What follows belongs to an exercise in optimizing a design on an open flow for small area, a short achievable clock period and few clock cycles per item; a production flow would make more cautious choices.
RTL that was checked went through simulation tests only; none was proved equivalent to the original.
Power and IR drop assume default switching activity.

==> module kadai4, before the edit <==
module kadai4 (
    input CLK,
    input RST,
    input [7:0] A,
    input [7:0] B,
    input ACK,
    input START,
    input HALT,
    output [15:0] X,
    output X_VALID,
    output REQ_AB
);
reg [15:0] r0, r1, r2, r3, r4, r5, r6, r7;
reg [23:0] e;
reg inp;             
reg outp;            
reg req;             
reg [2:0] cnt;       
reg [2:0] w;         
reg req_o;           
reg vld;             
wire abort = RST | HALT;
wire acc = req & ACK;
wire [23:0] part;
wire [15:0] prod;
mult_s1 ml1 (
    .a(r5[15:8]),
    .b(r5[7:0]),
    .e(part)
);
mult_s2 ml2 (
    .a(r6[15:8]),
    .b(r6[7:0]),
    .e(e),
    .x(prod)
);
always @(posedge CLK) begin
    r0 <= acc ? {A, B} : r6;
    r1 <= r0;
    r2 <= r1;
    r3 <= r2;
    r4 <= r3;
    r5 <= r4;
    r6 <= r5;
    e <= part;
    r7 <= prod;
end
wire idle = !inp && !outp;
wire cnt7 = (cnt == 3'd7);
wire [2:0] cnt_up = cnt + 3'd1;
wire [2:0] cnt_hold = idle ? 3'd0 : outp ? cnt_up : cnt;
wire [2:0] cnt_acc = idle ? 3'd0 : (outp || req) ? cnt_up : cnt;
wire req_nack = !abort && (inp ? (!req && w == 3'd1) : (idle && START));
wire req_ack = !abort && (inp ? (req ? !cnt7 : w == 3'd1) : (idle && START));
wire last = inp && req && cnt7;
wire inp_nack = !abort && (inp || (idle && START));
wire inp_ack = inp_nack && !last;
wire outp_nack = !abort && outp && !cnt7;
wire outp_ack = !abort && ((outp && !cnt7) || last);
always @(posedge CLK) begin
    cnt <= ACK ? cnt_acc : cnt_hold;
    w <= (req && !ACK) ? 3'd6 : w - 3'd1;
    req <= ACK ? req_ack : req_nack;
    inp <= ACK ? inp_ack : inp_nack;
    outp <= ACK ? outp_ack : outp_nack;
    if (abort) begin
        req_o <= 1'b0;
        vld <= 1'b0;
    end else if (inp) begin
        if (acc) begin
            if (cnt7) begin
                req_o <= 1'b0;
                vld <= 1'b1;
            end
        end else if (req_o) begin
            req_o <= 1'b0;
        end else if (w == 3'd1) begin
            req_o <= 1'b1;
        end
    end else if (outp) begin
        if (cnt7) vld <= 1'b0;
    end else if (START) begin
        req_o <= 1'b1;
    end
end
assign X = r7;
assign X_VALID = vld;
assign REQ_AB = req_o;
endmodule    
export LEC_CHECK = 0
export ABC_AREA = 1
export ABC_CLOCK_PERIOD_IN_PS = 2000
export CAP_MARGIN = 20
export CORE_MARGIN = 2
export CORE_UTILIZATION = 40
export CTS_BUF_LIST = sky130_fd_sc_hd__clkbuf_8
export CTS_CLUSTER_DIAMETER = 100
export CTS_CLUSTER_SIZE = 30
export SETUP_SLACK_MARGIN = 3.0
export SLEW_MARGIN = 20
create_clock -name core_clock -period 5.0 [get_ports {CLK}]
standard.sh (not shown) runs the stock make flow with config.mk's settings and CLKGATE_MAP_FILE= SYNTH_SCRIPT=/design/flow/synth_recipe.tcl, a recipe that flattens the netlist after the stock synthesis.
==> flow/flow/run.sh <==
#!/bin/bash
# The standard layout, with Yosys's full-adder extraction left out (the adder
# trees are mapped by ABC from plain gates instead of sky130 fa/ha cells),
# plain buffers on the ports, and no dummy loads in the clock tree.
set -euo pipefail
bash standard.sh ADDER_MAP_FILE= \
  "BUFFER_PORTS_ARGS=-buffer_cell sky130_fd_sc_hd__buf_2" \
  "CTS_ARGS=-sink_clustering_enable -repair_clock_nets -dont_use_dummy_load -sink_clustering_size 30 -sink_clustering_max_diameter 100 -buf_list sky130_fd_sc_hd__clkbuf_8" \
  finish > flow.log 2>&1
Testbench counts at the start, summed over its fixed seeds: cycles 3,264, items 1,536.
==> next run, changes <==
--- a/flow/design.v
+++ b/flow/design.v
@@ -141,10 +141,8 @@
 reg outp;            
 reg req;             
 reg [2:0] cnt;       
 reg [2:0] w;         
-reg req_o;           
-reg vld;             
 wire abort = RST | HALT;
 wire acc = req & ACK;
 wire [23:0] part;
 wire [15:0] prod;
@@ -169,46 +167,37 @@
     r6 <= r5;
     e <= part;
     r7 <= prod;
 end
-wire idle = !inp && !outp;
-wire cnt7 = (cnt == 3'd7);
-wire [2:0] cnt_up = cnt + 3'd1;
-wire [2:0] cnt_hold = idle ? 3'd0 : outp ? cnt_up : cnt;
-wire [2:0] cnt_acc = idle ? 3'd0 : (outp || req) ? cnt_up : cnt;
-wire req_nack = !abort && (inp ? (!req && w == 3'd1) : (idle && START));
-wire req_ack = !abort && (inp ? (req ? !cnt7 : w == 3'd1) : (idle && START));
-wire last = inp && req && cnt7;
-wire inp_nack = !abort && (inp || (idle && START));
-wire inp_ack = inp_nack && !last;
-wire outp_nack = !abort && outp && !cnt7;
-wire outp_ack = !abort && ((outp && !cnt7) || last);
 always @(posedge CLK) begin
-    cnt <= ACK ? cnt_acc : cnt_hold;
-    w <= (req && !ACK) ? 3'd6 : w - 3'd1;
-    req <= ACK ? req_ack : req_nack;
-    inp <= ACK ? inp_ack : inp_nack;
-    outp <= ACK ? outp_ack : outp_nack;
     if (abort) begin
-        req_o <= 1'b0;
-        vld <= 1'b0;
+        inp <= 1'b0;
+        outp <= 1'b0;
+        req <= 1'b0;
     end else if (inp) begin
         if (acc) begin
-            if (cnt7) begin
-                req_o <= 1'b0;
-                vld <= 1'b1;
+            if (cnt == 3'd7) begin
+                inp <= 1'b0;
+                outp <= 1'b1;
+                req <= 1'b0;
             end
-        end else if (req_o) begin
-            req_o <= 1'b0;
+        end else if (req) begin
+            req <= 1'b0;
         end else if (w == 3'd1) begin
-            req_o <= 1'b1;
+            req <= 1'b1;
         end
     end else if (outp) begin
-        if (cnt7) vld <= 1'b0;
+        if (cnt == 3'd7) outp <= 1'b0;
     end else if (START) begin
-        req_o <= 1'b1;
+        inp <= 1'b1;
+        req <= 1'b1;
     end
 end
+always @(posedge CLK) begin
+    if (!inp && !outp) cnt <= 3'd0;
+    else if (acc || outp) cnt <= cnt + 3'd1;
+    w <= (req && !ACK) ? 3'd6 : w - 3'd1;
+end
 assign X = r7;
-assign X_VALID = vld;
-assign REQ_AB = req_o;
+assign X_VALID = outp;
+assign REQ_AB = req;
 endmodule    
Routed wire length came out lower by 2.5%.
Utilization is about the same.
Total power increases by 0.80%.
First-iteration DRC count increases by 0.90%.
Clock power falls by about 2%.
Setup slack loses 0.059 ns.
Worst hold slack gets worse by 0.0058 ns.
Sequential share of layout area went down by 0.56 points.
Area after synthesis went down by 1.5%.
Count of clock-buffer cells in the layout is unchanged.
Design area shrinks by 0.86%.
Flip-flop and latch count came out lower by 2.
Die area goes down by 1.5%.
The RTL of the second run of this note was laid out without a check of its function.

re-timing with driven ports:
The flow's constraints put no driver on any port. The routed layouts listed below were extracted and timed again, unchanged, in two steps.
Step 1, drivers: a clkbuf_16 drives CLK and a buf_2 each remaining input, both assumed.
Step 2, shift: input delay + t, output delay - t, t = (earliest + latest rising clock arrival at the registers) / 2. This alone moves slack from input paths to output paths.
Three values: no drivers, after step 1, after step 2; two values: the first two.
| run | t, ns | slack for setup (ns) | hold WS [ns] | worst data-port slew with drivers (ns) |
|---|---|---|---|---|
| the first run | 0.461 | 3.110 / 3.076 / 2.744 | 0.322 / 0.322 / 0.322 | 0.03 |
| the second run | 0.457 | 3.051 / 3.017 / 2.684 | 0.316 / 0.316 / 0.316 | 0.03 |
After both steps setup and hold are still met in every run listed. For the second run, which loses most, drivers alone change the setup slack by -0.034 ns; drivers and shift together by -0.367 ns.
